Context: an optimization exercise on an open-source flow, tuned for small area. The choices shown serve that exercise and are no tape-out recipe. Function was checked by simulation only, so behaviour that the tests miss may differ from the original. No activity file was given, so power comes from the tool's default toggle rates.

run 1:
==> flow/design.v <==
module ram_1r1w_sync
  #(parameter [31:0] depth_p = 16)
  (input [depth_p-1:0] d_i
  ,input [depth_p-1:0] sel_n_i
  ,input odd_i
  ,output d_o
  );
  localparam int pairs_lp = depth_p / 2;
  logic [pairs_lp-1:0] y;
  for (genvar p = 0; p < pairs_lp; p++) begin : pr
    localparam int k = 4 * (p / 2) + (p % 2);
    rd_pair u (.a_i(d_i[k]), .sa_n_i(sel_n_i[k]), .b_i(d_i[k+2]), .sb_n_i(sel_n_i[k+2]), .y_o(y[p]));
  end
  logic [pairs_lp/2-1:0] ye, yo;
  for (genvar p = 0; p < pairs_lp / 2; p++) begin : sp
    assign ye[p] = y[2*p];
    assign yo[p] = y[2*p+1];
  end
  rd_fin uf (.ye_i(ye), .yo_i(yo), .odd_i(odd_i), .d_o(d_o));
endmodule
module ring_bit
  (input din_i
  ,input we_n_i
  ,input prev_i
  ,output d_o
  );
  assign d_o = ~((din_i | we_n_i) & prev_i);
endmodule
module rd_pair
  (input a_i
  ,input sa_n_i
  ,input b_i
  ,input sb_n_i
  ,output y_o
  );
  assign y_o = ~((a_i | sa_n_i) & (b_i | sb_n_i));
endmodule
module rd_fin
  (input [3:0] ye_i
  ,input [3:0] yo_i
  ,input odd_i
  ,output d_o
  );
  assign d_o = ~|ye_i & ~(~|yo_i & odd_i);
endmodule
module fifo_1r1w
  #(parameter [31:0] width_p = 32
   ,parameter [31:0] depth_log2_p = 4
   )
  (input [0:0] clk_i
  ,input [0:0] reset_i
  ,input [width_p-1:0] data_i
  ,input [0:0] ready_i
  ,input [0:0] valid_i
  ,output [0:0] ready_o
  ,output [0:0] valid_o
  ,output [width_p-1:0] data_o
  );
  localparam int depth_lp = 1 << depth_log2_p;
  logic [depth_log2_p-1:0] wp, rp;
  logic v, f;
  assign valid_o = v;
  assign ready_o = ~f;
  wire wr_en = valid_i & ~f;
  wire rd_en = v & ready_i;
  always_ff @(posedge clk_i) begin
    if (reset_i) begin
      wp <= depth_log2_p'(1);
      rp <= '0;
      v <= 1'b0;
      f <= 1'b0;
    end else begin
      wp <= wp + {{(depth_log2_p-1){1'b0}}, 1'b1} + {{(depth_log2_p-1){1'b0}}, wr_en};
      rp <= rp + {{(depth_log2_p-1){1'b0}}, 1'b1} + {{(depth_log2_p-1){1'b0}}, rd_en};
      if (wr_en & ~rd_en) begin
        v <= 1'b1;
        f <= (wp == rp);
      end else if (rd_en & ~wr_en) begin
        v <= (wp != rp + depth_log2_p'(2));
        f <= 1'b0;
      end
    end
  end
  wire at_wp = ~f | rd_en;
  wire at_wp1 = ~f & ((wp != rp) | rd_en);
  logic [depth_lp-1:0] we_n;
  always_comb
    for (int j = 0; j < depth_lp; j++)
      we_n[j] = ~((at_wp & (wp == depth_log2_p'(j)))
                | (at_wp1 & (wp == depth_log2_p'(j + depth_lp - 1)))
                | (reset_i & (j == 0)));
  wire hs = wr_en & ~reset_i;
  wire hs_e = hs & ~wp[0];
  wire hs_o = hs & wp[0];
  wire [width_p-1:0] din_e = ~data_i & {width_p{hs_e}};
  wire [width_p-1:0] din_o = data_i & {width_p{hs_o}};
  logic [depth_lp-1:0] rs_n;
  always_comb
    for (int j = 0; j < depth_lp; j++)
      rs_n[j] = (rp != depth_log2_p'(j));
  logic [width_p-1:0] mem [depth_lp-1:0];
  logic [width_p-1:0] mem_d [depth_lp-1:0];
  for (genvar j = 0; j < depth_lp; j++) begin : slot
    wire [width_p-1:0] din = (j % 2 == 0) ? din_e : din_o;
    for (genvar b = 0; b < width_p; b++) begin : b_
      ring_bit rb
        (.din_i(din[b]), .we_n_i(we_n[j])
        ,.prev_i(mem[(j + depth_lp - 1) % depth_lp][b])
        ,.d_o(mem_d[j][b]));
    end
  end
  always_ff @(posedge clk_i)
    for (int j = 0; j < depth_lp; j++)
      mem[j] <= mem_d[j];
  for (genvar b = 0; b < width_p; b++) begin : rd
    logic [depth_lp-1:0] col;
    for (genvar j = 0; j < depth_lp; j++) begin : c
      assign col[j] = mem[j][b];
    end
    ram_1r1w_sync #(.depth_p(depth_lp)) mux
      (.d_i(col), .sel_n_i(rs_n), .odd_i(rp[0]), .d_o(data_o[b]));
  end
endmodule
clock: 5.0 ns
lec_check: 0
cap_margin: 20
core_margin: 2
core_utilization: 70
cts_cluster_diameter: 100
cts_cluster_size: 30
place_density: 0.8
slew_margin: 20
synth_hierarchical: 1
run.sh (not shown) runs the stock make flow with config.mk's settings and CLKGATE_MAP_FILE= SYNTH_SCRIPT=/design/flow/synth_recipe.tcl, a recipe that flattens the netlist after the stock synthesis.
The inputs of run 2 differ from those of run 1 as listed below.
--- a/flow/design.v
+++ b/flow/design.v
@@ -19,13 +19,14 @@
   rd_fin uf (.ye_i(ye), .yo_i(yo), .odd_i(odd_i), .d_o(d_o));
 endmodule
 module ring_bit
   (input din_i
+  ,input we_i
   ,input we_n_i
   ,input prev_i
   ,output d_o
   );
-  assign d_o = ~((din_i | we_n_i) & prev_i);
+  assign d_o = ~((din_i | we_n_i) & (prev_i | we_i));
 endmodule
 module rd_pair
   (input a_i
   ,input sa_n_i
@@ -80,32 +81,26 @@
         f <= 1'b0;
       end
     end
   end
-  wire at_wp = ~f | rd_en;
-  wire at_wp1 = ~f & ((wp != rp) | rd_en);
-  logic [depth_lp-1:0] we_n;
+  logic [depth_lp-1:0] we, we_n;
   always_comb
-    for (int j = 0; j < depth_lp; j++)
-      we_n[j] = ~((at_wp & (wp == depth_log2_p'(j)))
-                | (at_wp1 & (wp == depth_log2_p'(j + depth_lp - 1)))
-                | (reset_i & (j == 0)));
-  wire hs = wr_en & ~reset_i;
-  wire hs_e = hs & ~wp[0];
-  wire hs_o = hs & wp[0];
-  wire [width_p-1:0] din_e = ~data_i & {width_p{hs_e}};
-  wire [width_p-1:0] din_o = data_i & {width_p{hs_o}};
+    for (int j = 0; j < depth_lp; j++) begin
+      we[j] = ~f & (wp == depth_log2_p'(j));
+      we_n[j] = ~we[j];
+    end
   logic [depth_lp-1:0] rs_n;
   always_comb
     for (int j = 0; j < depth_lp; j++)
       rs_n[j] = (rp != depth_log2_p'(j));
+  wire [width_p-1:0] data_n = ~data_i;
   logic [width_p-1:0] mem [depth_lp-1:0];
   logic [width_p-1:0] mem_d [depth_lp-1:0];
   for (genvar j = 0; j < depth_lp; j++) begin : slot
-    wire [width_p-1:0] din = (j % 2 == 0) ? din_e : din_o;
+    wire [width_p-1:0] din = (j % 2 == 0) ? data_n : data_i;
     for (genvar b = 0; b < width_p; b++) begin : b_
       ring_bit rb
-        (.din_i(din[b]), .we_n_i(we_n[j])
+        (.din_i(din[b]), .we_i(we[j]), .we_n_i(we_n[j])
         ,.prev_i(mem[(j + depth_lp - 1) % depth_lp][b])
         ,.d_o(mem_d[j][b]));
     end
   end
Notes after the runs:
- Run 2: setup slack of the critical path after layout lower than run 1
- Sort run 1 and run 2 by relative contribution of the clock network to total power, descending, and run 1 comes first.
- Run 2: well tap count higher than run 1
- Re final critical-path share of the clock period: run 1 was lower than run 2.
- For the die footprint, run 2 came in 1.9% higher than run 1 did.
- Timing endpoint of the critical path = data_o[20]: run 1; timing endpoint of the critical path = data_o[6]: run 2
- Across both runs, portion of the post-synthesis area used by sequential elements was lower for run 2 than for run 1.
- Going from run 1 to run 2, final design instance area without fill grows by 530 sq um.
- Taking run 1 as the reference, in run 2 largest vdd supply drop now smaller, met2 layer wire length in the routed design now larger, arrival time reported for the critical path endpoint now larger.
- Run 1 → run 2: first-iteration DRC count saw an increase, layout-stage area growth over the synthesis result saw an increase.
- Re sequential cell count: no difference whatsoever between run 2 and run 1.
